This design comes from an exercise in tuning for small area, a short achievable clock period and few clock cycles per item on the open sky130 flow, not from production work.
Power and IR drop assume default switching activity.

==> flow/design.v <==
`timescale 1ns / 1ps
module sort_top ( t_go, t_rst, t_clk, t_n, t_wr_en, t_wr_addr, t_wr_data, t_sorted_data, t_done);
input t_go, t_rst, t_clk;
input [5:0] t_n;
input t_wr_en;
input [4:0] t_wr_addr;
input [7:0] t_wr_data;
output [7:0] t_sorted_data;
output t_done;
localparam R = 2;        
localparam C = 16;       
reg [7:0] v [0:R-1][0:C-1];
reg       act_e;         
reg       act_o;         
reg       merge;         
reg       calm1;         
reg       calm2;         
reg [4:0] cnt;           
reg [5:0] left;          
reg [4:0] rl [0:R-1];    
reg [5:0] n_q;           
reg [7:0] out_q;
reg       done_q;
reg       idle;          
function gt8(input [7:0] x, input [7:0] y);
  reg [7:0] g, l;
  reg [3:0] g1, l1;
  reg [1:0] g2, l2;
  integer i;
  begin
    g = x & ~y;
    l = ~x & y;
    for (i = 0; i < 4; i = i + 1) begin
      g1[i] = g[2*i+1] | (~l[2*i+1] & g[2*i]);
      l1[i] = l[2*i+1] | (~g[2*i+1] & l[2*i]);
    end
    for (i = 0; i < 2; i = i + 1) begin
      g2[i] = g1[2*i+1] | (~l1[2*i+1] & g1[2*i]);
      l2[i] = l1[2*i+1] | (~g1[2*i+1] & l1[2*i]);
    end
    gt8 = g2[1] | (~l2[1] & g2[0]);
  end
endfunction
wire [C-2:0] sw [0:R-1];
wire [R-1:0] row_sw;
wire [R-1:0] hv;
wire [R-1:0] win;
reg          b_lt;
assign win[0] = hv[0] & (~hv[1] | ~b_lt);
assign win[1] = hv[1] & (~hv[0] | b_lt);
wire [R-1:0] adv;
assign adv[0] = (merge & win[0]) | sw[0][0];
assign adv[1] = (merge & win[1]) | sw[1][0];
wire b_lt_next = adv[0] ? (adv[1] ? gt8(v[0][1], v[1][1]) : gt8(v[0][1], v[1][0]))
                        : (adv[1] ? gt8(v[0][0], v[1][1]) : gt8(v[0][0], v[1][0]));
genvar r, j, q;
generate
  for (r = 0; r < R; r = r + 1) begin : g_row
    for (j = 0; j < C-1; j = j + 1) begin : g_pair
      wire act = (j % 2 == 1) ? act_o : act_e;
      assign sw[r][j] = act & (n_q > R * (j + 1) + r) & gt8(v[r][j], v[r][j+1]);
    end
    assign row_sw[r] = |sw[r];
    assign hv[r] = (rl[r] != 5'd0);
  end
endgenerate
generate
  for (r = 0; r < R; r = r + 1) begin : g_rc
    for (j = 0; j < C; j = j + 1) begin : g_cell
      wire s_wr    = t_wr_en & (t_wr_addr == R * j + r);
      wire s_right = (merge & win[r]) | ((j < C-1) ? sw[r][(j < C-1) ? j : 0] : 1'b0);
      wire s_left  = (j > 0) ? sw[r][(j > 0) ? j-1 : 0] : 1'b0;
      wire s_hold  = ~(s_wr | s_right | s_left);
      wire [7:0] vr = (j < C-1) ? v[r][(j < C-1) ? j+1 : j] : 8'd0;
      wire [7:0] vf = (j > 0) ? v[r][(j > 0) ? j-1 : j] : 8'd0;
      always @(posedge t_clk)
        v[r][j] <= ({8{s_wr}} & t_wr_data) | ({8{s_right}} & vr) | ({8{s_left}} & vf) | ({8{s_hold}} & v[r][j]);
    end
    always @(posedge t_clk) begin
      if (idle)
        rl[r] <= (t_n + (R - 1 - r)) >> 1;
      else if (merge & win[r])
        rl[r] <= rl[r] - 5'd1;
    end
  end
endgenerate
wire [7:0] head_min = ({8{win[0]}} & v[0][0]) | ({8{win[1]}} & v[1][0]);
assign t_sorted_data = out_q;
assign t_done = done_q;
always @(posedge t_clk) begin
  n_q <= t_n;
  out_q <= head_min;
  b_lt <= b_lt_next;
  if (t_rst) begin
    act_e <= 1'b0;
    act_o <= 1'b0;
    merge <= 1'b0;
    idle <= 1'b1;
    done_q <= 1'b0;
  end else begin
    done_q <= merge;
    if (idle) begin
      act_e <= t_go;
      idle <= ~t_go;
      cnt <= (t_n + 6'd1) >> 1;
      left <= t_n;
      calm1 <= 1'b0;
      calm2 <= 1'b0;
    end else if (act_e | act_o) begin
      calm1 <= ~(|row_sw);
      calm2 <= calm1;
      if (cnt == 5'd1 || (calm1 && calm2)) begin
        act_e <= 1'b0;
        act_o <= 1'b0;
        merge <= 1'b1;
      end else begin
        act_e <= act_o;
        act_o <= act_e;
        cnt <= cnt - 5'd1;
      end
    end else begin
      if (left == 6'd1) begin
        merge <= 1'b0;
        idle <= 1'b1;
      end
      left <= left - 6'd1;
    end
  end
end
endmodule
Settings: LEC_CHECK=0, CAP_MARGIN=20, CORE_MARGIN=2, CORE_UTILIZATION=40, PLACE_DENSITY=0.5, SETUP_SLACK_MARGIN=4.0, SLEW_MARGIN=20; clock period 6.5 ns.
standard.sh (not shown) runs the stock make flow with config.mk's settings and CLKGATE_MAP_FILE= SYNTH_SCRIPT=/design/flow/synth_recipe.tcl, a recipe that flattens the netlist after the stock synthesis.
==> flow/flow/run.sh <==
#!/bin/bash
# The standard layout (standard.sh), except that abc maps the logic with an
# area-oriented script (flow/area.abc) in place of ORFS's speed script. The
# synthesis is otherwise synth_recipe.tcl unchanged, so the registers and their
# names are the standard synthesis's. Each tool's output goes to a log here.
set -euo pipefail
W=$PWD
{
  printf 'proc abc {args} {\n'
  printf '  set i [lsearch -exact $args -script]\n'
  printf '  if {$i >= 0} { lset args [expr {$i + 1}] %s }\n' "$W/flow/area.abc"
  printf '  yosys abc {*}$args\n'
  printf '}\n'
  cat "$W/synth_recipe.tcl"
} > "$W/area_synth.tcl"
sed "s#SYNTH_SCRIPT=[^ ]*synth_recipe.tcl#SYNTH_SCRIPT=$W/area_synth.tcl#" "$W/standard.sh" > "$W/area_standard.sh"
grep -q "SYNTH_SCRIPT=$W/area_synth.tcl" "$W/area_standard.sh"
bash "$W/area_standard.sh" > "$W/make.log" 2>&1
==> flow/flow/area.abc <==
strash
dch
map -a
topo
stime -c
Rerun with:
--- a/flow/design.v
+++ b/flow/design.v
@@ -43,27 +43,30 @@
 endfunction
 wire [C-2:0] sw [0:R-1];
 wire [R-1:0] row_sw;
 wire [R-1:0] hv;
 wire [R-1:0] win;
-reg          b_lt;
-assign win[0] = hv[0] & (~hv[1] | ~b_lt);
-assign win[1] = hv[1] & (~hv[0] | b_lt);
-wire [R-1:0] adv;
-assign adv[0] = (merge & win[0]) | sw[0][0];
-assign adv[1] = (merge & win[1]) | sw[1][0];
-wire b_lt_next = adv[0] ? (adv[1] ? gt8(v[0][1], v[1][1]) : gt8(v[0][1], v[1][0]))
-                        : (adv[1] ? gt8(v[0][0], v[1][1]) : gt8(v[0][0], v[1][0]));
 genvar r, j, q;
 generate
   for (r = 0; r < R; r = r + 1) begin : g_row
     for (j = 0; j < C-1; j = j + 1) begin : g_pair
       wire act = (j % 2 == 1) ? act_o : act_e;
       assign sw[r][j] = act & (n_q > R * (j + 1) + r) & gt8(v[r][j], v[r][j+1]);
     end
     assign row_sw[r] = |sw[r];
     assign hv[r] = (rl[r] != 5'd0);
+    wire [R-1:0] beats;
+    for (q = 0; q < R; q = q + 1) begin : g_beat
+      if (q == r) begin : g_self
+        assign beats[q] = 1'b1;
+      end else if (q < r) begin : g_lo
+        assign beats[q] = ~hv[q] | gt8(v[q][0], v[r][0]);
+      end else begin : g_hi
+        assign beats[q] = ~hv[q] | ~gt8(v[r][0], v[q][0]);
+      end
+    end
+    assign win[r] = hv[r] & (&beats);
   end
 endgenerate
 generate
   for (r = 0; r < R; r = r + 1) begin : g_rc
     for (j = 0; j < C; j = j + 1) begin : g_cell
@@ -88,11 +91,10 @@
 assign t_sorted_data = out_q;
 assign t_done = done_q;
 always @(posedge t_clk) begin
   n_q <= t_n;
   out_q <= head_min;
-  b_lt <= b_lt_next;
   if (t_rst) begin
     act_e <= 1'b0;
     act_o <= 1'b0;
     merge <= 1'b0;
     idle <= 1'b1;
- The changed run completed without violations
- first-iteration DRC count decreases by about 2.3%
- total power drops by 6.8%
- register-to-register slack gets worse by 0.06 ns
- routed wire length goes down by about 5%
- final area drops by 2.3%
- utilization goes down by 0.86 points
- synthesized cell count went up by 2.0%
- via count drops by about 2.4%
- critical path depth does not change
- worst setup slack gets worse by 0.019 ns
No functional check of the RTL was part of any run of this note.

==> static timing again, ports no longer ideal <==
In the flow no input, the clock included, has a driving cell. The finished layouts below were timed again as built, in two steps.
Step 1 sets driving cells, clkbuf_16 on the clock port and buf_2 on the other inputs (assumed; they add their load-dependent delay and slew).
Step 2 adds t to the input delays and takes it off the output delays; t is the mean of the earliest and latest rising clock arrival at the registers after step 1. Input paths then give back, and output paths get back, about the clock's delay inside the block.
a / b / c = no drivers / after step 1 / after step 2; a / b = the first two.
run | t, ns | setup WS [ns] | clock arrival spread, ns
the first run | 0.611 | 4.056 / 3.999 / 3.516 | 0.014 / 0.014
the second run | 0.605 | 4.037 / 3.979 / 3.482 | 0.015 / 0.016
After both steps setup and hold are still met in every run listed. The setup slack of the second run, which loses most, moves by -0.058 ns with the drivers and by -0.555 ns with both steps.
